Source: an optimization exercise on an open RTL-to-GDS flow (aim: small area and a short achievable clock period). Production flows keep margins and buffers that such runs may drop.
The RTL was checked by simulation tests, not by an equivalence proof against the original design.
Power and IR drop assume default switching activity.

==> flow/design.v (outline; a module is shown in full before it is edited, if it fits) <==
// module schoolbook: 2543 lines
module schoolbook(clk, rst, a, b, c);
  // ...
==> flow/flow/run.sh <==
#!/bin/bash
set -euo pipefail
bash standard.sh SETUP_SLACK_MARGIN=9 BUFFER_PORTS_ARGS="-buffer_cell sky130_fd_sc_hd__buf_1" finish > standard.log 2>&1
==> flow/standard.sh <==
#!/bin/bash
# synth_recipe.tcl (not shown) runs the flow's synth.tcl, then flattens the netlist and writes it again
# the make line also repeats each setting of config.mk as NAME=value (left out here)
make -C /OpenROAD-flow-scripts/flow DESIGN_CONFIG=/design/flow/config.mk WORK_HOME=/design/flow/orfs CLKGATE_MAP_FILE= SYNTH_SCRIPT=/design/flow/synth_recipe.tcl "${@:-finish}"
==> flow/config.mk <==
export PLATFORM = sky130hd
export DESIGN_NAME = schoolbook
export DESIGN_NICKNAME = schoolbook
export VERILOG_FILES = /design/flow/design.v
export SDC_FILE = /design/flow/constraint.sdc
export NUM_CORES = 4
export LEC_CHECK = 0
export CAP_MARGIN = 20
export CORE_MARGIN = 2
export CORE_UTILIZATION = 50
export PLACE_DENSITY = 0.6
export SLEW_MARGIN = 40
==> flow/constraint.sdc <==
create_clock -name core_clock -period 14.0 [get_ports {clk}]
set_input_delay 2.8000 -clock core_clock [delete_from_list [all_inputs] [get_ports {clk}]]
set_output_delay 2.8000 -clock core_clock [all_outputs]
set_load 0.01 [all_outputs]
==> results.sh, run 1 <==
export IMPL_synth_edff_count=566
export IMPL_synth_top_cell_area_share_pct=39.9
export IMPL_synth_top_family_by_area="compound AO/OA/AOI/OAI gates"
export IMPL_seq_area_frac_synth_pct=53.7
export IMPL_synth_adder_area_share_pct=8.76
export IMPL_synthArstFlopShare_pct=0
export IMPL_ys_warn_count=1
export IMPL_synth_flop_cell="edfxtp_1"
export IMPL_synth_xor_area_share_pct=5.59
export IMPL_die_h_um=296
export IMPL_yosys_cell_types_count=74
export IMPL_yosys_top_cells_count="edfxtp_1 (566), nand2_1 (349), o21ai_0 (334)"
export IMPL_synth_area_leaders="edfxtp_1 (40%), dfxtp_1 (14%), ha_1 (8.3%)"
export IMPL_synthMuxAreaShare_pct=7.45
export IMPL_synth_seq_cells=860
export IMPL_syn_inst=3652
export IMPL_yosysTopAreaCell="edfxtp_1"
export IMPL_lastStage="3_2_place_iop"
export IMPL_start_util_pct=50.2
export IMPL_yosys_area_share_simple_pct=10.9
export IMPL_synth_nets=4513
export IMPL_die_w_um=296
export IMPL_status="did not finish"
export IMPL_row_count=107
export IMPL_avgSynthCellArea_um2=11.7
export IMPL_error="[ERROR PPL-0024] Number of IO pins (1134) exceeds maximum number of available positions (1068). Increase the die perimeter from 1183.96um to 1542.24um."
export IMPL_netlist_area_um2=42600
export IMPL_synth_compound_area_share_pct=11.8
export IMPL_yosysMostFrequentCell="edfxtp_1"
==> run 2: changes to the inputs <==
--- a/flow/config.mk
+++ b/flow/config.mk
@@ -6,7 +6,7 @@
 export NUM_CORES = 4
 export LEC_CHECK = 0
 export CAP_MARGIN = 20
-export CORE_MARGIN = 2
-export CORE_UTILIZATION = 50
+export CORE_AREA = 5 5 395 395
+export DIE_AREA = 0 0 400 400
 export PLACE_DENSITY = 0.6
 export SLEW_MARGIN = 40
==> run 2 against run 1 <==
  * Now clean on timing, DRC and antenna
  * Synthesized cell count did not move
  * Area after synthesis did not move
==> results.sh, run 2 <==
export IMPL_reg2reg_from="hi[110]"
export IMPL_ys_warn_count=1
export IMPL_die_area_um2=160000
export IMPL_period_share_pct=33.7
export IMPL_syn_inst=3652
export IMPL_routedWlPerCell_um=28.7
export IMPL_htreeDepth=3
export IMPL_critPathMaxStageDelay_ns=0.69
export IMPL_grt_pass1_wl_um=264000
export IMPL_final_common_cell="buf_1"
export IMPL_worstRegToRegCells=15
export IMPL_hold_path_class="flip-flop to flip-flop"
export IMPL_status="finished clean"
export IMPL_min_from="count[8]"
export IMPL_post_route_drc_count=0
export IMPL_path_class="flip-flop to output pin"
export IMPL_grt_max_degree=155
export IMPL_drtIter0Drc=3121
export IMPL_firstDrtPassIters=6
export IMPL_maxCapViolations=0
export IMPL_setup_viol_count_final=0
export IMPL_hpwl_um=161000
export IMPL_synthArstFlopShare_pct=0
export IMPL_netlist_area_um2=42600
export IMPL_clk_pin_slew_ns=0.06
export IMPL_track_usage_pct=23.6
export IMPL_cp_end_kind="output pin"
export IMPL_grt_antenna_before_repair=86
export IMPL_final_cell_mix="buf_1 (1129), edfxtp_1 (566), nand2_1 (349), o21ai_0 (332), and2_1 (294)"
export IMPL_switching_power_uw=3220
export IMPL_root_buffer="clkbuf_16"
export IMPL_avgSynthCellArea_um2=11.7
export IMPL_seq_area_frac_synth_pct=53.7
export IMPL_cp_start_kind="flip-flop"
export IMPL_hold_depth=2
export IMPL_clkLatencyLatePin_ns=0.73
export IMPL_yosys_top_cells_count="edfxtp_1 (566), nand2_1 (349), o21ai_0 (334)"
export IMPL_reg_top3="am: 283 flops, hi: 283 flops, lo: 283 flops"
export IMPL_core_area_um2=152000
export IMPL_combPwrFrac_pct=30.0
export IMPL_synth_flop_cell="edfxtp_1"
export IMPL_start_util_pct=28.1
export IMPL_syn_to_final_growth_pct=24.3
export IMPL_ctsHoldBuffers=0
export IMPL_crit_fanout=2
export IMPL_swShare_pct=35.4
export IMPL_die_h_um=400
export IMPL_cp_data_arrival_time_ns=1.91
export IMPL_final_nets=5644
export IMPL_yosysMostFrequentCell="edfxtp_1"
export IMPL_setup_tns_ns=0
export IMPL_max_slew_margin_rel_pct=32.0
export IMPL_p_seq_share_pct=39.5
export IMPL_worst_path_max_delay_cell="buf_1"
export IMPL_die_w_um=400
export IMPL_pwr_share_clk_pct=30.5
export IMPL_rsz0062_at_grt="no"
export IMPL_hold_viol_final=0
export IMPL_via_per_inst=4.98
export IMPL_overflow=0
export IMPL_synth_nets=4513
export IMPL_timing_reg2reg_setup_slack_ns=9.29
export IMPL_rr_endpoint="hi[174]"
export IMPL_synth_edff_count=566
export IMPL_critical_path_buf_inv_count=1
export IMPL_yosysTopAreaCell="edfxtp_1"
export IMPL_clock_sinks=860
export IMPL_io_pins=1134
export IMPL_vdd_drop_max_uv=117
export IMPL_final_antenna_net_count=0
export IMPL_worst_pin_slew_ns=1.02
export IMPL_num_vias=34700
export IMPL_cts_max_path_buffers=3
export IMPL_first_global_vias=33600
export IMPL_layout_drive_gt1_share_pct=10.4
export IMPL_max_freq_mhz=212
export IMPL_powerDensity_nw_per_um2=172
export IMPL_synth_seq_cells=860
export IMPL_wirelength_um=199000
export IMPL_top_usage_layer="met2"
export IMPL_slew_violations=0
export IMPL_path_cells="buf_1"
export IMPL_synth_top_cell_area_share_pct=39.9
export IMPL_grtUsageMet3_pct=12.2
export IMPL_crit_family="buffers and inverters"
export IMPL_portBuffers=1133
export IMPL_cts_tree="built"
export IMPL_worst_clock_skew_ns=0.0856
export IMPL_cts_buffers=101
export IMPL_power_uw=9100
export IMPL_worstPathRequired_ns=11.20
export IMPL_period_needed_ns=4.71
export IMPL_row_count=143
export IMPL_yosys_cell_types_count=74
export IMPL_synth_area_leaders="edfxtp_1 (40%), dfxtp_1 (14%), ha_1 (8.3%)"
export IMPL_gp_congestion=0.982
export IMPL_min_to="count[8]"
export IMPL_p_leak_uw=0.0206
export IMPL_grt_met1_usage_pct=25.9
export IMPL_grtUsageMet2_pct=36.1
export IMPL_intPower_uw=5880
## run 2: cell counts after synthesis
No cell type changed its count.
## run 2: final cells by class
cell class,count,area (µm²)
well taps,2030,2540
clock inverters,56,577
fillers,15500,98600
clock buffers,136,2890
repair buffers,1156,4630
inverters,76,292
flip-flops and latches,860,22900
diodes,54,135
multi-input cells,2588,19000
## run 2: worst max path at each step
| stage | startpoint | to | slack [ns] | cells after the start |
|---|---|---|---|---|
| after floorplan | done | hi[0] | 4.72 | 1 |
| after global placement | hi[110] | hi[253] | 8.48 | 14 |
| after detailed placement | hi[0] | hi[266] | 8.60 | 15 |
| after CTS | hi[110] | hi[174] | 9.14 | 15 |
| after global routing | hi[108] | hi[254] | 9.02 | 15 |
| final | lo[2] | c[2] | 9.29 | 1 |
## run 2: timing repair
item,CTS,global route
pin swaps,1,0
gates resized for setup,3,6
gates cloned,0,0
endpoints found under the setup margin,54,18
buffers inserted,1,0
## run 2: logic make-up (layout without fill, tap and decap cells)
kind of cell    after synthesis  after routing  share of synthesized area [%]
simple gates                918            918                           10.9
flops                       860            860                           53.7
compound gates              823            823                           11.8
fa+ha+maj                   293            293                           8.76
mux                         282            282                           7.45
xor+xnor                    272            272                           5.59
buf+inv                     204           1424                           1.80
other cells                   0             54                              0
## run 2: layer usage
metal	up-vias	part of all wire [%]
li1	15700	-
met1	16900	36
met2	1606	44
met3	444	12
met4	64	6.2
met5	-	0.44
## run 2: power groups by stage
| stage | Clock (µW) | Combinational, µW | Sequential, µW |
|---|---|---|---|
| CTS | 2820 | 2720 | 3590 |
| finish | 2780 | 2730 | 3600 |
| floorplan | 0 | 1530 | 3660 |
| global route | 2930 | 2970 | 3630 |
| global placement | 0 | 2660 | 3620 |
| detailed placement | 0 | 2700 | 3630 |
## run 2: through the flow
step	hold WS [ns]	cell area [µm²]	std cells	setup WS [ns]	utilization, %
after global placement	0.468	49200	6704	8.48	32.4
final	0.512	53000	6956	9.29	35.0
after global routing	0.555	52900	6935	9.02	34.9
after floorplan	0.453	42600	3652	4.72	-
after detailed placement	0.504	49300	6707	8.60	32.5
after CTS	0.512	52800	6900	9.14	34.8
## run 2: worst reg2reg max path, cell delays in order (launching register included)
cell and delay (ns):
edfxtp_1 0.40, ha_1 0.39, nand4_1 0.19, nor4_2 0.67, nand2_1 0.11, a21oi_1 0.44, o2111ai_1 0.20, o211ai_1 0.13
buf_4 0.22, nor2_2 0.13, o31ai_2 0.57, a21o_1 0.28, a221o_1 0.26, a41oi_1 0.15, xor2_1 0.16, o21ai_0 0.09
==> run 3: changes to the inputs <==
==> flow/flow/run.sh (replaced) <==
#!/bin/bash
set -euo pipefail
bash standard.sh SETUP_SLACK_MARGIN=10 BUFFER_PORTS_ARGS="-buffer_cell sky130_fd_sc_hd__buf_1" finish > standard.log 2>&1
==> run 3 against run 2 <==
  * Via count up 6.3%
  * Flip-flop and latch count unchanged
  * Register-to-register slack improved by 0.48 ns
  * Cell count up 7.1%
  * Highest routed layer unchanged
  * Count of clock-buffer cells in the layout up 2
  * Non-clock buffer count up 490
  * Clock skew is 0.033 ns lower
  * Critical path type unchanged
  * Global-route usage grew 0.22 points
  * Still clean
  * Largest cell class unchanged
  * Sequential share of layout area fell by 6.0 points
==> results.sh, run 3 <==
export IMPL_status="finished clean"
export IMPL_grt_pass1_wl_um=268000
export IMPL_critical_path_depth=1
export IMPL_yosys_top_cells_count="edfxtp_1 (566), nand2_1 (349), o21ai_0 (334)"
export IMPL_worstRegToRegCells=14
export IMPL_synth_top_cell_area_share_pct=39.9
export IMPL_max_slew_margin_rel_pct=31.8
export IMPL_worst_pin_slew_ns=1.02
export IMPL_path_cells="clkbuf_2"
export IMPL_power_uw=10200
export IMPL_avgSynthCellArea_um2=11.7
export IMPL_yosysMostFrequentCell="edfxtp_1"
export IMPL_fillCellCount=14600
export IMPL_gp_congestion=1.01
export IMPL_synthArstFlopShare_pct=0
export IMPL_placed_area_um2=49300
export IMPL_cp_endpoint="c[256]"
export IMPL_slew_violations=0
export IMPL_seqCellArea_um2=22900
export IMPL_routedWlPerCell_um=27.6
export IMPL_firstDrtPassIters=8
export IMPL_core_area_um2=152000
export IMPL_p_leak_uw=0.0256
export IMPL_hold_viol_final=0
export IMPL_final_core_util_pct=40.6
export IMPL_yosysTopAreaCell="edfxtp_1"
export IMPL_reg_top3="am: 283 flops, hi: 283 flops, lo: 283 flops"
export IMPL_post_route_drc_count=0
export IMPL_layout_drive_gt1_share_pct=33.3
export IMPL_synth_seq_cells=860
export IMPL_maxCapViolations=0
export IMPL_cp_end_kind="output pin"
export IMPL_multi_input_area_um2=21000
export IMPL_root_buffer="clkbuf_16"
export IMPL_min_from="count[8]"
export IMPL_clock_sinks=860
export IMPL_final_antenna_net_count=0
export IMPL_cts_max_path_buffers=3
export IMPL_setup_viol_count_final=0
export IMPL_synth_area_leaders="edfxtp_1 (40%), dfxtp_1 (14%), ha_1 (8.3%)"
export IMPL_final_common_cell="buf_1"
export IMPL_start_util_pct=28.1
export IMPL_via_per_inst=4.95
export IMPL_post_place_ws_ns=8.51
export IMPL_powerDensity_nw_per_um2=165
export IMPL_track_usage_pct=23.8
export IMPL_grt_max_degree=159
export IMPL_syn_to_final_growth_pct=44.4
export IMPL_rsz0062_at_grt="yes"
export IMPL_critPathMaxStageDelay_ns=0.59
export IMPL_hold_path_class="flip-flop to flip-flop"
export IMPL_die_area_um2=160000
export IMPL_row_count=143
export IMPL_netlist_area_um2=42600
export IMPL_worstPathRequired_ns=11.20
export IMPL_period_share_pct=31.1
export IMPL_htreeDepth=3
export IMPL_synth_edff_count=566
export IMPL_setup_ws_ns=9.65
export IMPL_path_class="flip-flop to output pin"
export IMPL_num_vias=36900
export IMPL_wirelength_um=206000
export IMPL_fin_area_um2=61500
export IMPL_synth_flop_cell="edfxtp_1"
export IMPL_io_pins=1134
export IMPL_drtIter0Drc=3273
export IMPL_clkLatencyLatePin_ns=0.73
export IMPL_syn_inst=3652
export IMPL_cp_data_arrival_time_ns=1.55
export IMPL_die_h_um=400
export IMPL_crit_family="flip-flops"
export IMPL_critical_path_buf_inv_count=1
export IMPL_rr_endpoint="hi[281]"
export IMPL_period_needed_ns=4.35
export IMPL_yosys_cell_types_count=74
export IMPL_first_global_vias=35000
export IMPL_die_w_um=400
export IMPL_final_cell_mix="buf_1 (577), edfxtp_1 (566), buf_4 (435), buf_6 (383), nand2_1 (346)"
export IMPL_hpwl_um=159000
export IMPL_portBuffers=1133
export IMPL_final_nets=6137
export IMPL_ys_warn_count=1
export IMPL_seq_area_frac_synth_pct=53.7
export IMPL_grt_antenna_before_repair=84
export IMPL_max_freq_mhz=230
export IMPL_overflow=0
export IMPL_critPathLaunch="lo[256]"
export IMPL_setup_tns_ns=0
export IMPL_vdd_drop_max_uv=110
export IMPL_worst_clock_skew_ns=0.0530
export IMPL_timing_reg2reg_setup_slack_ns=9.77
export IMPL_cp_start_kind="flip-flop"
export IMPL_crit_fanout=2
export IMPL_clk_pin_slew_ns=0.06
export IMPL_worst_path_max_delay_cell="edfxtp_1"
export IMPL_cts_tree="built"
export IMPL_cts_buffers=102
export IMPL_synth_nets=4513
export IMPL_reg2reg_from="hi[210]"
==> run 3: cell counts after synthesis <==
Identical to the previous run, type by type.
==> run 3: report_power, final <==
| group | leakage, µW | switching (µW) | total, µW | internal (µW) |
|---|---|---|---|---|
| Clock | 0.00166 | 1180 | 2730 | 1560 |
| Combinational | 0.0153 | 1970 | 3830 | 1850 |
| Sequential | 0.00865 | 363 | 3600 | 3240 |
==> run 3: per-stage QoR <==
step / hold slack, ns / std cells
finish: 0.487 / 7453
CTS: 0.486 / 7226
global placement: 0.466 / 6706
detailed placement: 0.476 / 6711
global route: 0.522 / 7428
floorplan: 0.453 / 3652
==> run 3: final cells by class <==
| cell class | instances | share of cell area [%] |
|---|---|---|
| sequential | 860 | 37.2 |
| multi-input combinational | 2590 | 34.1 |
| timing repair buffer | 1646 | 18.4 |
| clock buffer | 138 | 4.60 |
| tap | 2030 | 4.13 |
| clock inverter | 56 | 0.913 |
| inverter | 76 | 0.474 |
| antenna | 57 | 0.232 |
==> run 3: how the worst min path moves through the flow <==
stage	cells after the start	slack, ns	endpoint
after CTS	2	0.49	count[8]
final	2	0.49	count[8]
after detailed placement	2	0.48	count[8]
after floorplan	2	0.45	count[8]
after global routing	2	0.52	count[7]
after global placement	2	0.47	count[8]
==> run 3: logic make-up after synthesis <==
kind of cell	share of synthesized area, %
AOI/OAI and AO/OA	11.8
xor gates and xnor gates	5.59
adders and majority gates	8.76
buffers and inverters	1.80
DFF	53.7
muxes	7.45
and+or+nand+nor	10.9
==> run 3: per-layer routing <==
metal  GRT usage [%]  vias to the layer above  part of all wire (%)
met3            11.5                      467                    12
li1                -                    16700                     -
met1            26.0                    17900                    35
met2            36.9                     1702                    45
met5            4.06                        -                  0.65
met4            14.4                       66                   6.9
==> run 3: timing repair <==
action | in CTS | in global routing
setup buffers | 318 | 169
hold buffers | 0 | 0
resized for setup | 1033 | 653
cloned | 3 | 0
endpoints found under the setup margin | 828 | 737
pin swaps | 29 | 215
==> run 4: changes to the inputs <==
--- a/flow/config.mk
+++ b/flow/config.mk
@@ -7,6 +7,8 @@
 export LEC_CHECK = 0
 export CAP_MARGIN = 20
 export CORE_AREA = 5 5 395 395
+export CTS_CLUSTER_DIAMETER = 60
+export CTS_CLUSTER_SIZE = 30
 export DIE_AREA = 0 0 400 400
 export PLACE_DENSITY = 0.6
 export SLEW_MARGIN = 40
==> run 4 against run 3 <==
  * Critical path type unchanged
  * Sequential share of layout area up 0.068 points
  * Worst hold slack about the same
  * Fmax down 2.1%
  * Critical endpoint is now c[233]
  * Highest routed layer unchanged
  * Wire length down 0.32%
  * Combinational power about the same
  * Still clean
  * First-iteration DRC count up 1.6%
  * Via count up 0.78%
  * Final area down 0.18%
  * Critical path depth unchanged
  * Flip-flop and latch count unchanged
  * Clock skew up 0.0054 ns
==> results.sh, run 4 <==
export IMPL_synth_area_leaders="edfxtp_1 (40%), dfxtp_1 (14%), ha_1 (8.3%)"
export IMPL_cp_start_kind="flip-flop"
export IMPL_multi_input_area_um2=20900
export IMPL_drtIter0Drc=3325
export IMPL_synthArstFlopShare_pct=0
export IMPL_timing_reg2reg_setup_slack_ns=9.72
export IMPL_via_per_inst=4.99
export IMPL_hold_viol_final=0
export IMPL_path_class="flip-flop to output pin"
export IMPL_worst_pin_slew_ns=1.17
export IMPL_seq_area_frac_synth_pct=53.7
export IMPL_cp_end_kind="output pin"
export IMPL_track_usage_pct=23.7
export IMPL_period_needed_ns=4.45
export IMPL_ctsHoldBuffers=0
export IMPL_setup_tns_ns=0
export IMPL_grt_max_degree=159
export IMPL_die_area_um2=160000
export IMPL_reg2reg_from="hi[11]"
export IMPL_clock_sinks=860
export IMPL_rr_endpoint="hi[225]"
export IMPL_final_antenna_net_count=0
export IMPL_setup_viol_count_final=0
export IMPL_die_h_um=400
export IMPL_synth_nets=4513
export IMPL_start_util_pct=28.1
export IMPL_power_uw=10100
export IMPL_cp_endpoint="c[233]"
export IMPL_avgSynthCellArea_um2=11.7
export IMPL_seqCellArea_um2=22900
export IMPL_layout_drive_gt1_share_pct=33.7
export IMPL_netlist_area_um2=42600
export IMPL_rsz0062_at_grt="yes"
export IMPL_clk_pin_slew_ns=0.08
export IMPL_syn_inst=3652
export IMPL_routedWlPerCell_um=27.5
export IMPL_period_share_pct=31.8
export IMPL_max_slew_margin_rel_pct=21.8
export IMPL_final_nets=6127
export IMPL_setup_ws_ns=9.55
export IMPL_p_leak_uw=0.0256
export IMPL_worstPathRequired_ns=11.20
export IMPL_final_cell_mix="buf_1 (589), edfxtp_1 (566), buf_4 (429), buf_6 (372), nand2_1 (344)"
export IMPL_yosys_top_cells_count="edfxtp_1 (566), nand2_1 (349), o21ai_0 (334)"
export IMPL_root_buffer="clkbuf_16"
export IMPL_worstRegToRegCells=19
export IMPL_wirelength_um=205000
export IMPL_ys_warn_count=1
export IMPL_cts_max_path_buffers=3
export IMPL_critPathMaxStageDelay_ns=0.67
export IMPL_die_w_um=400
export IMPL_gp_congestion=1.01
export IMPL_worst_path_max_delay_cell="edfxtp_1"
export IMPL_post_place_ws_ns=8.51
export IMPL_critPathLaunch="lo[233]"
export IMPL_vdd_drop_max_uv=109
export IMPL_synth_top_cell_area_share_pct=39.9
export IMPL_yosysTopAreaCell="edfxtp_1"
export IMPL_reg_top3="am: 283 flops, hi: 283 flops, lo: 283 flops"
export IMPL_critical_path_depth=1
export IMPL_io_pins=1134
export IMPL_synth_seq_cells=860
export IMPL_critical_path_buf_inv_count=1
export IMPL_num_vias=37100
export IMPL_yosys_cell_types_count=74
export IMPL_slew_violations=0
export IMPL_crit_family="flip-flops"
export IMPL_first_global_vias=35000
export IMPL_synth_edff_count=566
export IMPL_portBuffers=1133
export IMPL_clkLatencyLatePin_ns=0.75
export IMPL_hold_path_class="flip-flop to flip-flop"
export IMPL_worst_clock_skew_ns=0.0584
export IMPL_fillCellCount=14500
export IMPL_path_cells="buf_2"
export IMPL_hpwl_um=159000
export IMPL_firstDrtPassIters=6
export IMPL_htreeDepth=3
export IMPL_grt_pass1_wl_um=267000
export IMPL_crit_fanout=2
export IMPL_post_route_drc_count=0
export IMPL_status="finished clean"
export IMPL_max_freq_mhz=225
export IMPL_final_common_cell="buf_1"
export IMPL_core_area_um2=152000
export IMPL_grt_antenna_before_repair=85
export IMPL_synth_flop_cell="edfxtp_1"
export IMPL_cp_data_arrival_time_ns=1.65
export IMPL_yosysMostFrequentCell="edfxtp_1"
export IMPL_overflow=0
export IMPL_row_count=143
export IMPL_syn_to_final_growth_pct=44.1
export IMPL_maxCapViolations=0
export IMPL_powerDensity_nw_per_um2=165
export IMPL_cts_tree="built"
export IMPL_cts_buffers=96
[run 4: changes by cell type in the layout (fill, tap and decap cells not counted), sizes merged]
cell | previous run | this run
clkinv | 39 | 25
bufinv | 7 | 4
o21bai | 40 | 41
diode | 57 | 65
buf | 1468 | 1457
inv | 82 | 113
clkbuf | 314 | 286
clkinvlp | 4 | 12
[run 4: per-layer routing]
layer,GRT usage [%],part of all wire (%)
met2,37.0,45
met3,11.3,12
met5,4.09,0.48
met4,14.1,6.6
met1,26.0,36
[run 4: report_power, final]
group / switching (µW) / total [µW] / internal (µW)
clock: 1290 / 2750 / 1460
sequential: 356 / 3590 / 3240
combinational: 1980 / 3800 / 1820
total: 3630 / 10100 / 6520
[run 4: area by class of cell]
cell class | count | share of cell area, %
repair buffers | 1641 | 18.2
diodes | 65 | 0.265
clock inverters | 78 | 1.52
clock buffers | 104 | 4.10
flip-flops and latches | 860 | 37.3
well taps | 2030 | 4.13
inverters | 76 | 0.475
multi-input cells | 2591 | 34.1
[run 4: logic make-up (layout without fill, tap and decap cells)]
group	Yosys count	in the layout	synth area share, %
AND/OR/NAND/NOR	918	920	10.9
flip-flops	860	860	53.7
AO/OA/AOI/OAI	823	824	11.8
adder cells (fa/ha/maj)	293	293	8.76
multiplexers	282	282	7.45
XOR/XNOR	272	272	5.59
buffers and inverters	204	1899	1.80
other	0	65	0
[run 4: what timing repair did]
item	4_1_cts	5_1_grt
gates resized for setup	1035	644
pin swaps	46	196
endpoints found under the setup margin	828	755
gates cloned	4	0
setup buffers	322	160
[run 4: through the flow]
step / hold slack (ns) / area, µm² / instances / utilization [%]
floorplan: 0.453 / 42600 / 3652 / -
finish: 0.487 / 61400 / 7445 / 40.5
global placement: 0.466 / 49200 / 6706 / 32.4
CTS: 0.489 / 58000 / 7219 / 38.3
global route: 0.534 / 61400 / 7420 / 40.5
detailed placement: 0.476 / 49300 / 6711 / 32.5
[run 4: how the worst min path moves through the flow]
stage / start / end / cells past startpoint
global route: count[8] / count[8] / 2
global placement: count[8] / count[8] / 2
floorplan: count[8] / count[8] / 2
CTS: count[8] / count[8] / 2
detailed placement: count[8] / count[8] / 2
finish: count[8] / count[8] / 2
==> run 5: changes to the inputs <==
==> flow/flow/run.sh (replaced) <==
#!/bin/bash
set -euo pipefail
bash standard.sh SETUP_SLACK_MARGIN=9.5 BUFFER_PORTS_ARGS="-buffer_cell sky130_fd_sc_hd__buf_1" finish > standard.log 2>&1
--- a/flow/config.mk
+++ b/flow/config.mk
@@ -7,8 +7,6 @@
 export LEC_CHECK = 0
 export CAP_MARGIN = 20
 export CORE_AREA = 5 5 395 395
-export CTS_CLUSTER_DIAMETER = 60
-export CTS_CLUSTER_SIZE = 30
 export DIE_AREA = 0 0 400 400
 export PLACE_DENSITY = 0.6
 export SLEW_MARGIN = 40
==> run 5 against run 4 <==
  * Power down 9.9%
  * Cell count down 6.4%
  * Count of clock-buffer cells in the layout up 32
  * Highest routed layer unchanged
  * Fmax down 1.3%
==> results.sh, run 5 <==
export IMPL_status="finished clean"
export IMPL_reg2reg_from="hi[139]"
export IMPL_core_area_um2=152000
export IMPL_period_share_pct=32.2
export IMPL_yosys_cell_types_count=74
export IMPL_clock_sinks=860
export IMPL_final_core_util_pct=35.2
export IMPL_setup_ws_ns=9.49
export IMPL_yosys_top_cells_count="edfxtp_1 (566), nand2_1 (349), o21ai_0 (334)"
export IMPL_routedWlPerCell_um=28.7
export IMPL_min_from="count[8]"
export IMPL_cp_end_kind="output pin"
export IMPL_final_cells=6965
export IMPL_critical_path_buf_inv_count=1
export IMPL_root_buffer="clkbuf_16"
export IMPL_final_nets=5659
export IMPL_critPathLaunch="lo[207]"
export IMPL_syn_to_final_growth_pct=25.2
export IMPL_drtIter0Drc=3132
export IMPL_cts_tree="built"
export IMPL_synth_nets=4513
export IMPL_netlist_area_um2=42600
export IMPL_cp_start_kind="flip-flop"
export IMPL_synth_seq_cells=860
export IMPL_cts_max_path_buffers=3
export IMPL_cts_buffers=101
export IMPL_layout_drive_gt1_share_pct=11.7
export IMPL_synth_edff_count=566
export IMPL_final_cell_mix="buf_1 (1099), edfxtp_1 (566), nand2_1 (348), o21ai_0 (327), and2_1 (294)"
export IMPL_clk_pin_slew_ns=0.07
export IMPL_die_h_um=400
export IMPL_max_freq_mhz=222
export IMPL_fillCellCount=15400
export IMPL_firstDrtPassIters=7
export IMPL_powerDensity_nw_per_um2=171
export IMPL_synth_area_leaders="edfxtp_1 (40%), dfxtp_1 (14%), ha_1 (8.3%)"
export IMPL_row_count=143
export IMPL_synthArstFlopShare_pct=0
export IMPL_post_place_ws_ns=8.60
export IMPL_maxCapViolations=0
export IMPL_setup_tns_ns=0
export IMPL_io_pins=1134
export IMPL_track_usage_pct=23.6
export IMPL_path_cells="buf_1"
export IMPL_cp_data_arrival_time_ns=1.71
export IMPL_rsz0062_at_grt="yes"
export IMPL_max_slew_margin_rel_pct=33.9
export IMPL_period_needed_ns=4.51
export IMPL_hold_path_class="flip-flop to flip-flop"
export IMPL_via_per_inst=5.03
export IMPL_synth_top_cell_area_share_pct=39.9
export IMPL_first_global_vias=33700
export IMPL_htreeDepth=3
export IMPL_num_vias=35000
export IMPL_slew_violations=0
export IMPL_reg_top3="am: 283 flops, hi: 283 flops, lo: 283 flops"
export IMPL_critPathMaxStageDelay_ns=0.63
export IMPL_overflow=0
export IMPL_ctsHoldBuffers=0
export IMPL_avgSynthCellArea_um2=11.7
export IMPL_clkLatencyLatePin_ns=0.73
export IMPL_seq_area_frac_synth_pct=53.7
export IMPL_hpwl_um=161000
export IMPL_vdd_drop_max_uv=116
export IMPL_path_class="flip-flop to output pin"
export IMPL_crit_fanout=2
export IMPL_worstPathRequired_ns=11.20
export IMPL_gp_congestion=0.982
export IMPL_die_area_um2=160000
export IMPL_worst_path_max_delay_cell="buf_1"
export IMPL_yosysTopAreaCell="edfxtp_1"
export IMPL_syn_inst=3652
export IMPL_final_common_cell="buf_1"
export IMPL_synth_flop_cell="edfxtp_1"
export IMPL_final_antenna_net_count=0
export IMPL_setup_viol_count_final=0
export IMPL_crit_family="buffers and inverters"
export IMPL_worst_pin_slew_ns=0.992
export IMPL_wirelength_um=200000
export IMPL_portBuffers=1133
export IMPL_worst_hold_slack_ns=0.505
export IMPL_die_w_um=400
export IMPL_p_leak_uw=0.0208
export IMPL_hold_viol_final=0
export IMPL_yosysMostFrequentCell="edfxtp_1"
export IMPL_grt_max_degree=155
export IMPL_ys_warn_count=1
export IMPL_worst_clock_skew_ns=0.0861
export IMPL_post_route_drc_count=0
export IMPL_grt_pass1_wl_um=265000
export IMPL_start_util_pct=28.1
export IMPL_grt_antenna_before_repair=86
export IMPL_dp_cells=6707
[run 5: changes by cell type in the layout (fill, tap and decap cells not counted), moves of 18 or more]
| cell | delta |
|---|---|
| buf_1 | +510 |
| buf_4 | -410 |
| buf_6 | -366 |
| clkbuf_2 | -179 |
| o21ai_0 | +124 |
| o21ai_1 | -97 |
| a21oi_1 | +63 |
| a21oi_2 | -49 |
| ha_1 | +36 |
| ha_4 | -22 |
| buf_2 | -21 |
| o21ai_2 | -18 |
[run 5: final timing paths]
path              endpoint  slack, ns  cells after the start
setup reg to reg   hi[281]       9.52                     14
setup / recovery    c[207]       9.49                      1
hold / removal    count[8]       0.50                      2
hold reg to reg   count[8]       0.50                      2
[run 5: power breakdown]
part	switching, µW	internal [µW]
combinational	1720	1050
sequential	354	3240
clock	1170	1610
total	3240	5900
[run 5: cells by family after synthesis]
family          count (synthesis)  synth area share [%]
fa+ha+maj                     293                  8.76
xor+xnor                      272                  5.59
mux                           282                  7.45
flops                         860                  53.7
buf+inv                       204                  1.80
simple gates                  918                  10.9
compound gates                823                  11.8
[run 5: cell type report]
cell class / instances / area [µm²] / share of cell area (%)
timing repair buffer: 1170 / 4780 / 8.97
multi-input combinational: 2589 / 19300 / 36.1
sequential: 860 / 22900 / 42.9
inverter: 76 / 292 / 0.546
clock inverter: 56 / 577 / 1.08
tap: 2030 / 2540 / 4.76
clock buffer: 136 / 2890 / 5.42
antenna: 48 / 120 / 0.225
[run 5: what timing repair did]
| item | in CTS | in global routing |
|---|---|---|
| pin swaps | 5 | 10 |
| cloned | 0 | 1 |
| endpoints found under the setup margin | 160 | 82 |
| setup buffers | 7 | 8 |
| resized for setup | 49 | 35 |
[run 5: per-stage QoR]
stage / cell area (µm²) / total power, µW
final: 53400 / 9140
after global routing: 53300 / 9560
after CTS: 52900 / 9140
after detailed placement: 49300 / 6330
after global placement: 49200 / 6280
after floorplan: 42600 / 5200
[run 5: worst register-to-register path, stage by stage, from the launching register on]
cell and delay [ns]:
edfxtp_1 0.40, ha_1 0.37, a21oi_1 0.14, o21ai_0 0.22, a211oi_1 0.66, a21oi_1 0.20
a211oi_2 0.31, nor2_1 0.12, o21ai_2 0.32, nand3b_1 0.22, a31oi_4 0.25, o21ai_2 0.13
o311a_1 0.32, or3_1 0.31, a32o_1 0.26
[run 5: layer usage]
metal | vias up | wire, µm | track usage, %
met3 | 473 | 25000 | 11.8
met5 | - | 1170 | 3.11
met2 | 1691 | 89200 | 36.6
li1 | 15700 | - | -
met1 | 17100 | 72100 | 26.2
met4 | 66 | 12500 | 12.9
==> run 6: changes to the inputs <==
--- a/flow/config.mk
+++ b/flow/config.mk
@@ -7,6 +7,7 @@
 export LEC_CHECK = 0
 export CAP_MARGIN = 20
 export CORE_AREA = 5 5 395 395
+export CTS_BUF_LIST = sky130_fd_sc_hd__clkbuf_8
 export DIE_AREA = 0 0 400 400
 export PLACE_DENSITY = 0.6
 export SLEW_MARGIN = 40
==> run 6 against run 5 <==
  * Still clean
  * Area after synthesis is the same
  * Combinational power grew 5%
  * Count of clock-buffer cells in the layout grew 53
  * Fmax shrank 0.63%
  * First-iteration DRC count shrank 4.2%
  * Worst hold slack gained 0.0046 ns
  * Flip-flop and latch count is the same
  * Critical path type unchanged
  * Critical endpoint is now c[280]
  * Largest power group unchanged
==> results.sh, run 6 <==
export IMPL_hold_path_class="flip-flop to flip-flop"
export IMPL_final_antenna_net_count=0
export IMPL_max_slew_margin_rel_pct=29.5
export IMPL_slew_violations=0
export IMPL_grt_pass1_wl_um=266000
export IMPL_clkLatencyLatePin_ns=0.90
export IMPL_ctsHoldBuffers=0
export IMPL_syn_inst=3652
export IMPL_routedWlPerCell_um=28.3
export IMPL_firstDrtPassIters=8
export IMPL_cts_buffers=162
export IMPL_cts_tree="built"
export IMPL_final_common_cell="buf_1"
export IMPL_cts_max_path_buffers=3
export IMPL_path_cells="buf_2"
export IMPL_wirelength_um=202000
export IMPL_seq_area_frac_synth_pct=53.7
export IMPL_root_buffer="clkbuf_8"
export IMPL_drtIter0Drc=3000
export IMPL_clk_pin_slew_ns=0.06
export IMPL_syn_to_final_growth_pct=26.9
export IMPL_grt_max_degree=155
export IMPL_rsz0062_at_grt="yes"
export IMPL_start_util_pct=28.1
export IMPL_reg_top3="am: 283 flops, hi: 283 flops, lo: 283 flops"
export IMPL_setup_viol_count_final=0
export IMPL_maxCapViolations=0
export IMPL_cp_end_kind="output pin"
export IMPL_worstPathRequired_ns=11.20
export IMPL_synth_area_leaders="edfxtp_1 (40%), dfxtp_1 (14%), ha_1 (8.3%)"
export IMPL_portBuffers=1133
export IMPL_row_count=143
export IMPL_grt_antenna_before_repair=87
export IMPL_synthArstFlopShare_pct=0
export IMPL_first_global_vias=34300
export IMPL_path_class="flip-flop to output pin"
export IMPL_via_per_inst=4.98
export IMPL_final_nets=5765
export IMPL_synth_top_cell_area_share_pct=39.9
export IMPL_critPathMaxStageDelay_ns=0.63
export IMPL_status="finished clean"
export IMPL_post_place_ws_ns=8.60
export IMPL_io_pins=1134
export IMPL_ys_warn_count=1
export IMPL_crit_family="flip-flops"
export IMPL_clock_sinks=860
export IMPL_yosysTopAreaCell="edfxtp_1"
export IMPL_gp_congestion=0.982
export IMPL_yosysMostFrequentCell="edfxtp_1"
export IMPL_num_vias=35500
export IMPL_netlist_area_um2=42600
export IMPL_post_route_drc_count=0
export IMPL_power_uw=9020
export IMPL_worst_pin_slew_ns=1.06
export IMPL_synth_nets=4513
export IMPL_period_share_pct=32.4
export IMPL_setup_tns_ns=0
export IMPL_hold_viol_final=0
export IMPL_cp_data_arrival_time_ns=1.73
export IMPL_final_cell_mix="buf_1 (1006), edfxtp_1 (566), nand2_1 (348), o21ai_0 (323), and2_1 (293)"
export IMPL_vdd_drop_max_uv=88.6
export IMPL_worst_path_max_delay_cell="edfxtp_1"
export IMPL_overflow=0
export IMPL_yosys_cell_types_count=74
export IMPL_powerDensity_nw_per_um2=167
export IMPL_track_usage_pct=23.8
export IMPL_max_freq_mhz=221
export IMPL_final_cells=7131
export IMPL_hpwl_um=161000
export IMPL_period_needed_ns=4.53
export IMPL_setup_ws_ns=9.47
export IMPL_critical_path_buf_inv_count=1
export IMPL_worst_clock_skew_ns=0.0620
export IMPL_synth_edff_count=566
export IMPL_avgSynthCellArea_um2=11.7
export IMPL_synth_flop_cell="edfxtp_1"
export IMPL_crit_fanout=2
export IMPL_cp_start_kind="flip-flop"
export IMPL_core_area_um2=152000
export IMPL_die_h_um=400
export IMPL_p_leak_uw=0.0216
export IMPL_die_w_um=400
export IMPL_synth_seq_cells=860
export IMPL_layout_drive_gt1_share_pct=15.9
export IMPL_yosys_top_cells_count="edfxtp_1 (566), nand2_1 (349), o21ai_0 (334)"
export IMPL_dp_cells=6707
export IMPL_htreeDepth=4
export IMPL_die_area_um2=160000
[run 6: cell counts after synthesis]
No cell type changed its count.
[run 6: what timing repair did]
action / 4_1_cts / 5_1_grt
setup endpoints to repair: 255 / 83
pin swaps: 10 / 23
setup buffers: 43 / 17
resized for setup: 190 / 73
[run 6: final cells by class]
class / count / area, µm²
repair buffers: 1216 / 5410
diodes: 61 / 153
clock inverters: 111 / 683
multi-input cells: 2588 / 19500
flip-flops and latches: 860 / 22900
well taps: 2030 / 2540
clock buffers: 189 / 2600
fillers: 15400 / 97500
inverters: 76 / 292
[run 6: stage by stage]
step                hold WS, ns  instance area, µm²  utilization, %
global placement          0.468               49200            32.4
detailed placement        0.504               49300            32.5
floorplan                 0.453               42600               -
global route              0.555               54000            35.6
CTS                       0.512               53300            35.2
finish                    0.509               54100            35.7
[run 6: where the power goes]
part / internal [µW] / leakage [µW] / switching, µW / total, µW
sequential: 3240 / 0.00865 / 337 / 3580
combinational: 1140 / 0.0110 / 1760 / 2900
clock: 1350 / 0.00195 / 1200 / 2540
total: 5730 / 0.0216 / 3290 / 9020
[run 6: worst reg2reg max path, delay by kind of cell, from the launching register on]
| kind | cells | cell delay (ns) |
|---|---|---|
| AOI/OAI and AO/OA | 11 | 2.38 |
| adders and majority gates | 1 | 0.38 |
| buffers and inverters | 3 | 0.50 |
| DFF | 1 | 0.43 |
| and+or+nand+nor | 2 | 0.46 |
[run 6: path summary, 6_finish.rpt]
check	startpoint	endpoint	slack, ns	cells after the start
setup reg to reg	hi[81]	hi[281]	9.56	17
setup / recovery	lo[280]	c[280]	9.47	1
hold / removal	count[8]	count[8]	0.51	2
hold reg to reg	count[8]	count[8]	0.51	2
[run 6: metal layers]
layer / GRT usage (%) / vias to the layer above / share of wire, %
met1: 26.0 / 17300 / 36
met3: 13.0 / 451 / 13
li1: - / 16000 / -
met4: 13.1 / 64 / 6.2
met2: 36.5 / 1725 / 45
met5: 3.57 / - / 0.56
[run 6: cells by family after synthesis]
kind of cell,synth area share (%)
buffers and inverters,1.80
muxes,7.45
adders and majority gates,8.76
xor gates and xnor gates,5.59
AOI/OAI and AO/OA,11.8
and+or+nand+nor,10.9
DFF,53.7
==> run 7: changes to the inputs <==
==> flow/flow/run.sh (replaced) <==
#!/bin/bash
set -euo pipefail
bash standard.sh SETUP_SLACK_MARGIN=9.75 BUFFER_PORTS_ARGS="-buffer_cell sky130_fd_sc_hd__buf_1" finish > standard.log 2>&1
--- a/flow/config.mk
+++ b/flow/config.mk
@@ -7,7 +7,6 @@
 export LEC_CHECK = 0
 export CAP_MARGIN = 20
 export CORE_AREA = 5 5 395 395
-export CTS_BUF_LIST = sky130_fd_sc_hd__clkbuf_8
 export DIE_AREA = 0 0 400 400
 export PLACE_DENSITY = 0.6
 export SLEW_MARGIN = 40
==> run 7 against run 6 <==
  * Final area rose by 1.7%
  * Critical path depth did not move
  * First-iteration DRC count fell by 0.50%
  * Die area did not move
  * Sequential power barely moved
  * Combinational power rose by 3%
  * Flip-flop and latch count did not move
  * Critical path type unchanged
  * Largest cell class unchanged
==> results.sh, run 7 <==
export IMPL_status="finished clean"
export IMPL_clock_sinks=860
export IMPL_setup_tns_ns=0
export IMPL_synth_edff_count=566
export IMPL_hold_depth=2
export IMPL_vdd_drop_max_uv=116
export IMPL_yosysTopAreaCell="edfxtp_1"
export IMPL_critical_path_buf_inv_count=1
export IMPL_layout_drive_gt1_share_pct=17.5
export IMPL_critPathMaxStageDelay_ns=0.62
export IMPL_seq_area_frac_synth_pct=53.7
export IMPL_final_cell_mix="buf_1 (948), edfxtp_1 (566), nand2_1 (348), o21ai_0 (305)"
export IMPL_core_area_um2=152000
export IMPL_hold_path_class="flip-flop to flip-flop"
export IMPL_hpwl_um=161000
export IMPL_final_nets=5745
export IMPL_first_global_vias=34000
export IMPL_reg_top3="am: 283 flops, hi: 283 flops, lo: 283 flops"
export IMPL_synth_seq_cells=860
export IMPL_syn_to_final_growth_pct=29.1
export IMPL_drtIter0Drc=2985
export IMPL_slew_violations=0
export IMPL_netlist_area_um2=42600
export IMPL_num_vias=35300
export IMPL_max_slew_margin_rel_pct=35.7
export IMPL_crit_family="flip-flops"
export IMPL_syn_inst=3652
export IMPL_die_w_um=400
export IMPL_setup_viol_count_final=0
export IMPL_routedWlPerCell_um=28.7
export IMPL_htreeDepth=3
export IMPL_worst_clock_skew_ns=0.0848
export IMPL_synth_adder_area_share_pct=8.76
export IMPL_worst_path_max_delay_cell="edfxtp_1"
export IMPL_fillCellCount=15300
export IMPL_die_area_um2=160000
export IMPL_die_h_um=400
export IMPL_worst_pin_slew_ns=0.964
export IMPL_clk_pin_slew_ns=0.06
export IMPL_root_buffer="clkbuf_16"
export IMPL_rsz0062_at_grt="yes"
export IMPL_path_class="flip-flop to output pin"
export IMPL_cts_max_path_buffers=3
export IMPL_worstPathRequired_ns=11.20
export IMPL_grt_antenna_before_repair=86
export IMPL_min_from="count[8]"
export IMPL_firstDrtPassIters=6
export IMPL_row_count=143
export IMPL_ys_warn_count=1
export IMPL_wirelength_um=202000
export IMPL_final_antenna_net_count=0
export IMPL_synth_top_family_by_area="compound AO/OA/AOI/OAI gates"
export IMPL_avgSynthCellArea_um2=11.7
export IMPL_clkLatencyLatePin_ns=0.73
export IMPL_cts_tree="built"
export IMPL_powerDensity_nw_per_um2=170
export IMPL_synthArstFlopShare_pct=0
export IMPL_synthMuxAreaShare_pct=7.45
export IMPL_io_pins=1134
export IMPL_synth_flop_cell="edfxtp_1"
export IMPL_crit_fanout=2
export IMPL_track_usage_pct=23.7
export IMPL_timing_reg2reg_setup_slack_ns=9.81
export IMPL_yosys_top_cells_count="edfxtp_1 (566), nand2_1 (349), o21ai_0 (334)"
export IMPL_period_needed_ns=4.38
export IMPL_reg2reg_from="hi[167]"
export IMPL_grt_max_degree=155
export IMPL_worst_hold_slack_ns=0.511
export IMPL_worstRegToRegCells=14
export IMPL_yosys_cell_types_count=74
export IMPL_final_common_cell="buf_1"
export IMPL_gp_congestion=0.982
export IMPL_yosys_area_share_simple_pct=10.9
export IMPL_maxCapViolations=0
export IMPL_yosysMostFrequentCell="edfxtp_1"
export IMPL_grt_pass1_wl_um=266000
export IMPL_synth_nets=4513
export IMPL_portBuffers=1133
export IMPL_max_freq_mhz=228
export IMPL_start_util_pct=28.1
export IMPL_cts_buffers=101
export IMPL_synth_xor_area_share_pct=5.59
export IMPL_synth_compound_area_share_pct=11.8
export IMPL_path_cells="buf_2"
export IMPL_cp_end_kind="output pin"
export IMPL_rr_endpoint="hi[281]"
export IMPL_post_route_drc_count=0
export IMPL_via_per_inst=5.00
export IMPL_synth_area_leaders="edfxtp_1 (40%), dfxtp_1 (14%), ha_1 (8.3%)"
export IMPL_p_leak_uw=0.0218
export IMPL_overflow=0
export IMPL_period_share_pct=31.3
export IMPL_hold_viol_final=0
export IMPL_synth_top_cell_area_share_pct=39.9
export IMPL_min_to="count[8]"
export IMPL_cp_start_kind="flip-flop"
export IMPL_cp_data_arrival_time_ns=1.58
run 7: through the flow:
stage                     cell area, µm²  total power, µW  utilization [%]  instances  worst slack, ns
after CTS                          54000             9250             35.6       6965             9.65
after global placement             49200             6280             32.4       6704             8.48
final                              55000             9350             36.3       7048             9.62
after floorplan                    42600             5200                -       3652             4.72
after global routing               55000             9780             36.3       7021             9.65
after detailed placement           49300             6330             32.5       6707             8.60
run 7: what timing repair did:
item	in CTS	in global routing
pin swaps	17	61
gates cloned	1	2
resized for setup	296	124
hold buffers	0	0
endpoints found under the hold margin	0	0
setup buffers	65	34
endpoints found under the setup margin	364	167
run 7: power breakdown:
group / internal [µW] / switching [µW]
registers: 3240 / 341
logic: 1210 / 1780
clock network: 1610 / 1170
run 7: how the worst max path moves through the flow:
stage                        from      end  slack [ns]  cells after the start
after floorplan              done    hi[0]        4.72                      1
after global placement    hi[110]  hi[253]        8.48                     14
after detailed placement    hi[0]  hi[266]        8.60                     15
after CTS                 lo[280]   c[280]        9.65                      1
after global routing      hi[109]  hi[250]        9.65                     17
final                     lo[244]   c[244]        9.62                      1
run 7: worst register-to-register path, stage by stage (launching register included):
cell	delay, ns
edfxtp_1	0.44
ha_1	0.39
a21o_1	0.20
a31oi_1	0.12
o21ai_0	0.18
a221oi_1	0.34
o21ai_1	0.19
a221o_1	0.40
o21ai_4	0.29
nand3b_1	0.21
a31oi_4	0.24
o21ai_4	0.11
o311a_1	0.31
or3_1	0.31
a32o_1	0.26
run 7: layout make-up:
type | instances | area, µm² | share of cell area [%]
Sequential cell | 860 | 22900 | 41.6
Multi-Input combinational cell | 2590 | 19800 | 36.0
Timing Repair Buffer | 1255 | 5930 | 10.8
Clock buffer | 136 | 2890 | 5.26
Tap cell | 2030 | 2540 | 4.62
Clock inverter | 56 | 577 | 1.05
Inverter | 76 | 292 | 0.530
Antenna cell | 45 | 113 | 0.205
run 7: layer usage:
layer,part of all wire [%],global-route usage (%),vias to the layer above
li1,-,-,15900
met3,13,12.3,451
met5,0.60,2.31,-
met4,6.3,13.3,70
met2,45,36.6,1640
met1,36,26.1,17200
run 7: cells by family after synthesis:
family	Yosys count
AOI/OAI and AO/OA	823
xor gates and xnor gates	272
adders and majority gates	293
buffers and inverters	204
DFF	860
muxes	282
and+or+nand+nor	918
==> run 8: changes to the inputs <==
--- a/flow/config.mk
+++ b/flow/config.mk
@@ -8,5 +8,5 @@
 export CAP_MARGIN = 20
 export CORE_AREA = 5 5 395 395
 export DIE_AREA = 0 0 400 400
-export PLACE_DENSITY = 0.6
+export PLACE_DENSITY = 0.35
 export SLEW_MARGIN = 40
==> run 8 against run 7 <==
  * Still clean on timing, DRC and antenna
  * Non-clock buffer count fell by 14
  * Synthesized cell count did not move
  * Flip-flop and latch count did not move
  * Critical path depth did not move
  * Sequential share of layout area rose by 0.16 points
  * Power fell by 0.89%
  * Largest cell class unchanged
==> results.sh, run 8 <==
export IMPL_synth_top_cell_area_share_pct=39.9
export IMPL_min_from="count[8]"
export IMPL_status="finished clean"
export IMPL_critical_path_buf_inv_count=1
export IMPL_synth_edff_count=566
export IMPL_final_antenna_net_count=0
export IMPL_cp_end_kind="output pin"
export IMPL_netlist_area_um2=42600
export IMPL_hpwl_um=160000
export IMPL_worstPathRequired_ns=11.20
export IMPL_max_slew_margin_rel_pct=43.6
export IMPL_core_area_um2=152000
export IMPL_yosys_top_cells_count="edfxtp_1 (566), nand2_1 (349), o21ai_0 (334)"
export IMPL_track_usage_pct=24.0
export IMPL_cp_data_arrival_time_ns=1.47
export IMPL_path_cells="buf_6"
export IMPL_yosysTopAreaCell="edfxtp_1"
export IMPL_p_leak_uw=0.0217
export IMPL_io_pins=1134
export IMPL_hold_depth=2
export IMPL_critPathMaxStageDelay_ns=0.55
export IMPL_vdd_drop_max_uv=91.6
export IMPL_die_w_um=400
export IMPL_timing_reg2reg_setup_slack_ns=9.86
export IMPL_reg_top3="am: 283 flops, hi: 283 flops, lo: 283 flops"
export IMPL_htreeDepth=3
export IMPL_cts_tree="built"
export IMPL_worst_clock_skew_ns=0.0188
export IMPL_routedWlPerCell_um=28.8
export IMPL_avgSynthCellArea_um2=11.7
export IMPL_slew_violations=0
export IMPL_maxCapViolations=0
export IMPL_min_to="count[8]"
export IMPL_powerDensity_nw_per_um2=169
export IMPL_die_area_um2=160000
export IMPL_die_h_um=400
export IMPL_max_freq_mhz=234
export IMPL_grt_pass1_wl_um=270000
export IMPL_crit_family="flip-flops"
export IMPL_final_common_cell="buf_1"
export IMPL_cts_max_path_buffers=3
export IMPL_post_route_drc_count=0
export IMPL_seq_area_frac_synth_pct=53.7
export IMPL_post_place_ws_ns=8.58
export IMPL_synth_seq_cells=860
export IMPL_yosys_cell_types_count=74
export IMPL_root_buffer="clkbuf_16"
export IMPL_rr_endpoint="hi[281]"
export IMPL_path_class="flip-flop to output pin"
export IMPL_fin_area_um2=54800
export IMPL_row_count=143
export IMPL_final_cell_mix="buf_1 (927), edfxtp_1 (566), nand2_1 (348), o21ai_0 (316), and2_1 (293)"
export IMPL_start_util_pct=28.1
export IMPL_power_uw=9270
export IMPL_final_nets=5739
export IMPL_worst_pin_slew_ns=0.846
export IMPL_cts_buffers=109
export IMPL_via_per_inst=4.79
export IMPL_gp_congestion=0.911
export IMPL_rsz0062_at_grt="yes"
export IMPL_crit_fanout=2
export IMPL_fillCellCount=15600
export IMPL_setup_tns_ns=0
export IMPL_firstDrtPassIters=5
export IMPL_period_needed_ns=4.27
export IMPL_hold_path_class="flip-flop to flip-flop"
export IMPL_synth_flop_cell="edfxtp_1"
export IMPL_portBuffers=1133
export IMPL_period_share_pct=30.5
export IMPL_clkLatencyLatePin_ns=0.71
export IMPL_drtIter0Drc=2102
export IMPL_overflow=0
export IMPL_cp_start_kind="flip-flop"
export IMPL_num_vias=33700
export IMPL_ys_warn_count=1
export IMPL_grt_antenna_before_repair=105
export IMPL_reg2reg_from="hi[58]"
export IMPL_hold_viol_final=0
export IMPL_layout_drive_gt1_share_pct=17.4
export IMPL_yosysMostFrequentCell="edfxtp_1"
export IMPL_first_global_vias=34100
export IMPL_placed_area_um2=49400
export IMPL_worst_path_max_delay_cell="edfxtp_1"
export IMPL_syn_to_final_growth_pct=28.6
export IMPL_setup_viol_count_final=0
export IMPL_synth_nets=4513
export IMPL_seqCellArea_um2=22900
export IMPL_setup_ws_ns=9.73
export IMPL_syn_inst=3652
export IMPL_worstRegToRegCells=15
export IMPL_clk_pin_slew_ns=0.06
export IMPL_clock_sinks=860
export IMPL_multi_input_area_um2=19900
export IMPL_grt_max_degree=121
export IMPL_synthArstFlopShare_pct=0
export IMPL_synth_area_leaders="edfxtp_1 (40%), dfxtp_1 (14%), ha_1 (8.3%)"
export IMPL_wirelength_um=203000
run 8: power breakdown:
part,switching [µW],total (µW),leakage [µW],internal (µW)
logic,1770,2990,0.0114,1210
registers,322,3560,0.00865,3240
clock network,1180,2720,0.00161,1540
total,3280,9270,0.0217,5990
run 8: tightest hold or removal path, cell delays in order (launching register included):
cell and delay [ns]:
dfxtp_1 0.31, o21ai_0 0.07, a21oi_1 0.06
run 8: how the worst max path moves through the flow:
stage	cells after the start	slack (ns)	to	from
6_report	1	9.73	c[527]	hi[244]
5_1_grt	2	9.66	c[396]	hi[113]
4_1_cts	1	9.65	c[528]	hi[245]
3_5_place_dp	15	8.58	hi[266]	hi[0]
3_3_place_gp	15	8.68	hi[266]	hi[0]
2_1_floorplan	1	4.72	hi[0]	done
run 8: kinds of logic after synthesis:
kind of cell	after synthesis	synth area share (%)
AND/OR/NAND/NOR	918	10.9
flip-flops	860	53.7
AO/OA/AOI/OAI	823	11.8
adder cells (fa/ha/maj)	293	8.76
multiplexers	282	7.45
XOR/XNOR	272	5.59
buffers and inverters	204	1.80
run 8: per-stage QoR:
stage                     std cells  hold WS (ns)  util (%)
after floorplan                3652         0.453         -
after global placement         6709         0.474      32.5
after detailed placement       6716         0.479      32.6
after CTS                      6958         0.487      35.5
after global routing           7004         0.547      36.1
final                          7038         0.490      36.2
run 8: final cells by class:
cell class,count,area share (%)
diodes,42,0.192
clock buffers,170,5.61
clock inverters,29,0.445
inverters,76,0.527
multi-input cells,2590,36.3
flip-flops and latches,860,41.8
well taps,2030,4.63
repair buffers,1241,10.5
run 8: per-layer routing:
layer,up-vias,routed length (µm),track usage (%)
met3,323,17400,9.23
met5,-,362,0
met1,16400,78900,27.7
li1,15900,-,-
met2,1074,97200,40.4
met4,54,8970,9.27
run 8: what timing repair did:
item | 4_1_cts | 5_1_grt
hold buffers | 0 | 0
gates resized for setup | 325 | 97
buffers inserted | 43 | 35
setup endpoints to repair | 427 | 175
pin swaps | 27 | 46
endpoints found under the hold margin | 0 | 0
gates cloned | 0 | 2
==> run 9: changes to the inputs <==
--- a/flow/config.mk
+++ b/flow/config.mk
@@ -8,5 +8,5 @@
 export CAP_MARGIN = 20
 export CORE_AREA = 5 5 395 395
 export DIE_AREA = 0 0 400 400
-export PLACE_DENSITY = 0.35
+export PLACE_DENSITY = 0.45
 export SLEW_MARGIN = 40
==> run 9 against run 8 <==
  * Still clean
  * Wire length down 2.2%
  * Worst hold slack better by 0.0022 ns
  * Via count grew 1.8%
  * Sequential share of layout area is 0.58 points lower
  * Count of clock-buffer cells in the layout is 28 lower
  * Global-route usage decreased by 0.62 points
  * Clock power grew 7%
==> results.sh, run 9 <==
export IMPL_period_needed_ns=4.28
export IMPL_synth_area_leaders="edfxtp_1 (40%), dfxtp_1 (14%), ha_1 (8.3%)"
export IMPL_maxCapViolations=0
export IMPL_drtIter0Drc=2333
export IMPL_row_count=143
export IMPL_die_h_um=400
export IMPL_switching_power_uw=3300
export IMPL_syn_inst=3652
export IMPL_ys_warn_count=1
export IMPL_worst_pin_slew_ns=0.817
export IMPL_cts_max_path_buffers=3
export IMPL_reg_top3="am: 283 flops, hi: 283 flops, lo: 283 flops"
export IMPL_root_buffer="clkbuf_16"
export IMPL_core_area_um2=152000
export IMPL_worst_path_max_delay_cell="edfxtp_1"
export IMPL_grt_pass1_wl_um=265000
export IMPL_clkLatencyLatePin_ns=0.74
export IMPL_setup_ws_ns=9.72
export IMPL_htreeDepth=3
export IMPL_firstDrtPassIters=7
export IMPL_path_cells="buf_6"
export IMPL_cts_tree="built"
export IMPL_crit_fanout=2
export IMPL_hold_viol_final=0
export IMPL_die_w_um=400
export IMPL_yosys_top_cells_count="edfxtp_1 (566), nand2_1 (349), o21ai_0 (334)"
export IMPL_rsz0062_at_grt="yes"
export IMPL_power_uw=9500
export IMPL_clock_sinks=860
export IMPL_critical_path_buf_inv_count=1
export IMPL_track_usage_pct=23.4
export IMPL_synth_edff_count=566
export IMPL_setup_tns_ns=0
export IMPL_overflow=0
export IMPL_layout_drive_gt1_share_pct=18.8
export IMPL_fillCellCount=15500
export IMPL_combPwrFrac_pct=31.7
export IMPL_yosys_cell_types_count=74
export IMPL_cp_start_kind="flip-flop"
export IMPL_routedWlPerCell_um=28.2
export IMPL_slew_violations=0
export IMPL_swShare_pct=34.8
export IMPL_critPathMaxStageDelay_ns=0.55
export IMPL_synth_top_cell_area_share_pct=39.9
export IMPL_post_place_ws_ns=8.52
export IMPL_clk_pin_slew_ns=0.06
export IMPL_p_leak_uw=0.0221
export IMPL_synth_nets=4513
export IMPL_io_pins=1134
export IMPL_num_vias=34300
export IMPL_worstPathRequired_ns=11.20
export IMPL_synth_seq_cells=860
export IMPL_portBuffers=1133
export IMPL_hold_path_class="flip-flop to flip-flop"
export IMPL_yosysTopAreaCell="edfxtp_1"
export IMPL_final_common_cell="buf_1"
export IMPL_powerDensity_nw_per_um2=171
export IMPL_cts_buffers=107
export IMPL_multi_input_area_um2=19900
export IMPL_final_antenna_net_count=0
export IMPL_status="finished clean"
export IMPL_syn_to_final_growth_pct=30.4
export IMPL_synth_flop_cell="edfxtp_1"
export IMPL_avgSynthCellArea_um2=11.7
export IMPL_max_slew_margin_rel_pct=45.5
export IMPL_cp_data_arrival_time_ns=1.48
export IMPL_p_seq_share_pct=37.7
export IMPL_netlist_area_um2=42600
export IMPL_grt_antenna_before_repair=72
export IMPL_pwr_share_clk_pct=30.5
export IMPL_worst_hold_slack_ns=0.493
export IMPL_vdd_drop_max_uv=105
export IMPL_final_nets=5756
export IMPL_final_cell_mix="buf_1 (907), edfxtp_1 (566), nand2_1 (347), o21ai_0 (317)"
export IMPL_via_per_inst=4.87
export IMPL_max_freq_mhz=234
export IMPL_gp_congestion=0.922
export IMPL_grt_max_degree=166
export IMPL_worst_clock_skew_ns=0.0518
export IMPL_synthArstFlopShare_pct=0
export IMPL_seq_area_frac_synth_pct=53.7
export IMPL_die_area_um2=160000
export IMPL_first_global_vias=33900
export IMPL_start_util_pct=28.1
export IMPL_yosysMostFrequentCell="edfxtp_1"
export IMPL_seqCellArea_um2=22900
export IMPL_ctsHoldBuffers=0
export IMPL_wirelength_um=198000
export IMPL_cp_end_kind="output pin"
export IMPL_path_class="flip-flop to output pin"
export IMPL_setup_viol_count_final=0
export IMPL_post_route_drc_count=0
export IMPL_hpwl_um=157000
export IMPL_crit_family="flip-flops"
export IMPL_intPower_uw=6200
export IMPL_period_share_pct=30.6
[run 9: changes by cell type in the layout (fill, tap and decap cells not counted), moves of 7 or more]
cell       previous run  this run
clkbuf_1             49        16
diode_2              42        27
clkinv_2              8        16
buf_4                98       122
clkbuf_2             11        23
clkbuf_8             12        19
buf_1               927       907
bufinv_16             2        11
buf_2               154       128
buf_6                36        60
[run 9: timing repair]
action / CTS / global route
pin swaps: 29 / 41
hold endpoints to repair: 0 / 0
gates resized for setup: 381 / 121
endpoints found under the setup margin: 489 / 184
setup buffers: 74 / 26
gates cloned: 2 / 0
[run 9: layer usage]
metal	GRT usage [%]	vias to the layer above	wire, µm
met2	38.6	1132	94100
met5	0	-	316
met1	28.1	16900	78900
met3	6.96	330	15000
li1	-	15900	-
met4	10.8	48	10000
[run 9: kinds of logic after synthesis]
kind of cell,count (synthesis),synth area share [%]
compound gates,823,11.8
xor+xnor,272,5.59
fa+ha+maj,293,8.76
buf+inv,204,1.80
flops,860,53.7
mux,282,7.45
simple gates,918,10.9
[run 9: final cells by class]
| class | count | share of cell area (%) |
|---|---|---|
| antenna | 27 | 0.122 |
| clock buffer | 142 | 5.40 |
| clock inverter | 57 | 1.21 |
| inverter | 76 | 0.525 |
| multi-input combinational | 2590 | 35.9 |
| sequential | 860 | 41.2 |
| tap | 2030 | 4.57 |
| timing repair buffer | 1260 | 11.1 |
[run 9: stage by stage]
stage,utilization [%],cell area [µm²],std cells
3_3_place_gp,32.4,49200,6708
2_1_floorplan,-,42600,3652
4_1_cts,36.1,54700,6987
6_report,36.7,55600,7042
3_5_place_dp,32.5,49300,6712
5_1_grt,36.6,55500,7027
[run 9: power by group through the flow]
stage | logic (µW) | clock network, µW | registers, µW
CTS | 2940 | 2970 | 3580
global route | 3270 | 3070 | 3620
global placement | 2710 | 0 | 3640
detailed placement | 2710 | 0 | 3640
floorplan | 1530 | 0 | 3660
finish | 3020 | 2900 | 3590
[run 9: path summary, 6_finish.rpt]
check / start / endpoint / slack (ns) / cells after the start
worst min register to register: count[8] / count[8] / 0.49 / 2
worst max register to register: hi[213] / hi[281] / 9.77 / 14
worst max-delay path: hi[245] / c[528] / 9.72 / 1
worst min-delay path: count[8] / count[8] / 0.49 / 2
==> run 10: changes to the inputs <==
--- a/flow/config.mk
+++ b/flow/config.mk
@@ -8,5 +8,5 @@
 export CAP_MARGIN = 20
 export CORE_AREA = 5 5 395 395
 export DIE_AREA = 0 0 400 400
-export PLACE_DENSITY = 0.45
+export PLACE_DENSITY = 0.28
 export SLEW_MARGIN = 40
==> run 10 against run 9 <==
  * First-iteration DRC count decreased by 24%
  * Flip-flop and latch count unchanged
  * Synthesized cell count unchanged
  * Sequential power fell by 2%
  * Global-route usage is 0.47 points higher
  * Critical path depth up 1
  * Non-clock buffer count fell by 17
  * Count of clock-buffer cells in the layout up 23
  * Die area is the same
  * Worst setup slack gained 0.0093 ns
  * Critical endpoint is now c[497]
  * Largest cell class unchanged
==> results.sh, run 10 <==
export IMPL_track_usage_pct=23.9
export IMPL_rsz0062_at_grt="yes"
export IMPL_ys_warn_count=1
export IMPL_clock_sinks=860
export IMPL_cts_max_path_buffers=3
export IMPL_start_util_pct=28.1
export IMPL_yosysMostFrequentCell="edfxtp_1"
export IMPL_vdd_drop_max_uv=104
export IMPL_final_common_cell="buf_1"
export IMPL_root_buffer="clkbuf_16"
export IMPL_die_area_um2=160000
export IMPL_wirelength_um=202000
export IMPL_final_cell_mix="buf_1 (910), edfxtp_1 (566), nand2_1 (348), o21ai_0 (315), and2_1 (293)"
export IMPL_period_needed_ns=4.27
export IMPL_netlist_area_um2=42600
export IMPL_syn_to_final_growth_pct=28.8
export IMPL_placed_area_um2=49300
export IMPL_combPwrFrac_pct=31.7
export IMPL_grt_max_degree=132
export IMPL_p_leak_uw=0.0219
export IMPL_post_place_ws_ns=8.42
export IMPL_worst_clock_skew_ns=0.0386
export IMPL_pwr_share_clk_pct=30.8
export IMPL_status="finished clean"
export IMPL_cp_start_kind="flip-flop"
export IMPL_hpwl_um=158000
export IMPL_first_global_vias=34000
export IMPL_core_area_um2=152000
export IMPL_layout_drive_gt1_share_pct=17.8
export IMPL_setup_viol_count_final=0
export IMPL_syn_inst=3652
export IMPL_fillCellCount=15700
export IMPL_yosysTopAreaCell="edfxtp_1"
export IMPL_crit_fanout=2
export IMPL_firstDrtPassIters=5
export IMPL_intPower_uw=6100
export IMPL_worstPathRequired_ns=11.20
export IMPL_gp_congestion=0.846
export IMPL_num_vias=33500
export IMPL_overflow=0
export IMPL_synth_edff_count=566
export IMPL_switching_power_uw=3300
export IMPL_avgSynthCellArea_um2=11.7
export IMPL_synth_area_leaders="edfxtp_1 (40%), dfxtp_1 (14%), ha_1 (8.3%)"
export IMPL_htreeDepth=3
export IMPL_die_w_um=400
export IMPL_cts_buffers=113
export IMPL_worst_hold_slack_ns=0.496
export IMPL_path_class="flip-flop to output pin"
export IMPL_seq_area_frac_synth_pct=53.7
export IMPL_swShare_pct=35.1
export IMPL_via_per_inst=4.76
export IMPL_post_route_drc_count=0
export IMPL_clkLatencyLatePin_ns=0.74
export IMPL_io_pins=1134
export IMPL_setup_tns_ns=0
export IMPL_max_slew_margin_rel_pct=42.9
export IMPL_reg_top3="am: 283 flops, hi: 283 flops, lo: 283 flops"
export IMPL_period_share_pct=30.5
export IMPL_seqCellArea_um2=22900
export IMPL_yosys_cell_types_count=74
export IMPL_clk_pin_slew_ns=0.06
export IMPL_grt_pass1_wl_um=268000
export IMPL_hold_path_class="flip-flop to flip-flop"
export IMPL_cts_tree="built"
export IMPL_final_antenna_net_count=0
export IMPL_synth_top_cell_area_share_pct=39.9
export IMPL_final_nets=5746
export IMPL_cp_data_arrival_time_ns=1.47
export IMPL_fin_area_um2=54900
export IMPL_die_h_um=400
[run 10: cell type report]
type	instances	area share, %
multi-input combinational	2591	35.9
timing repair buffer	1243	10.5
sequential	860	41.7
inverter	76	0.526
clock inverter	48	0.806
clock buffer	165	5.80
tap	2030	4.62
antenna	29	0.132
[run 10: path summary, 6_finish.rpt]
kind | startpoint | endpoint | slack, ns | cells past startpoint
worst min register to register | count[8] | count[8] | 0.50 | 2
worst min-delay path | count[8] | count[8] | 0.50 | 2
worst max-delay path | hi[214] | c[497] | 9.73 | 2
worst max register to register | hi[217] | hi[281] | 9.78 | 15
[run 10: cells by family (layout without fill, tap and decap cells)]
logic type               after synthesis  count (layout)  synth area share [%]
other                                  0              29                     0
AND/OR/NAND/NOR                      918             919                  10.9
multiplexers                         282             283                  7.45
XOR/XNOR                             272             272                  5.59
flip-flops                           860             860                  53.7
AO/OA/AOI/OAI                        823             824                  11.8
buffers and inverters                204            1532                  1.80
adder cells (fa/ha/maj)              293             293                  8.76
[run 10: metal layers]
metal  track usage, %  part of all wire [%]  vias up  wire, µm
met2             41.8                    49      999     99600
met1             27.5                    39    16200     78100
met3             8.25                   8.0      363     16100
met4             7.24                   3.6       56      7330
li1                 -                     -    15900         -
met5                0                  0.18        -       355
[run 10: timing repair]
| action | 4_1_cts | 5_1_grt |
|---|---|---|
| hold buffers | 0 | 0 |
| resized for setup | 353 | 85 |
| pin swaps | 30 | 34 |
| gates cloned | 0 | 3 |
| setup buffers | 51 | 31 |
| setup endpoints to repair | 464 | 155 |
| endpoints found under the hold margin | 0 | 0 |
[run 10: stage by stage]
stage	instances	power (µW)
floorplan	3652	5200
global placement	6711	6400
detailed placement	6715	6370
CTS	6979	9500
global route	7020	9940
finish	7042	9400
[run 10: power groups by stage]
stage	logic [µW]	clock network (µW)	registers [µW]
4_1_cts	2960	2990	3540
3_5_place_dp	2780	0	3590
6_report	2980	2900	3530
2_1_floorplan	1530	0	3660
5_1_grt	3270	3090	3580
3_3_place_gp	2810	0	3590
[run 10: worst max-delay path, stage by stage, from the launching register on]
cell      delay [ns]
edfxtp_1        0.48
buf_6           0.16
buf_6           0.11

Check on run 10: ideal ports give 9.730 ns setup slack; a clkbuf_16 on the clock port and buf_2 on the inputs give 9.645 ns; moving port delays by the midpoint clock arrival (0.805 ns) as well gives 9.031 ns.
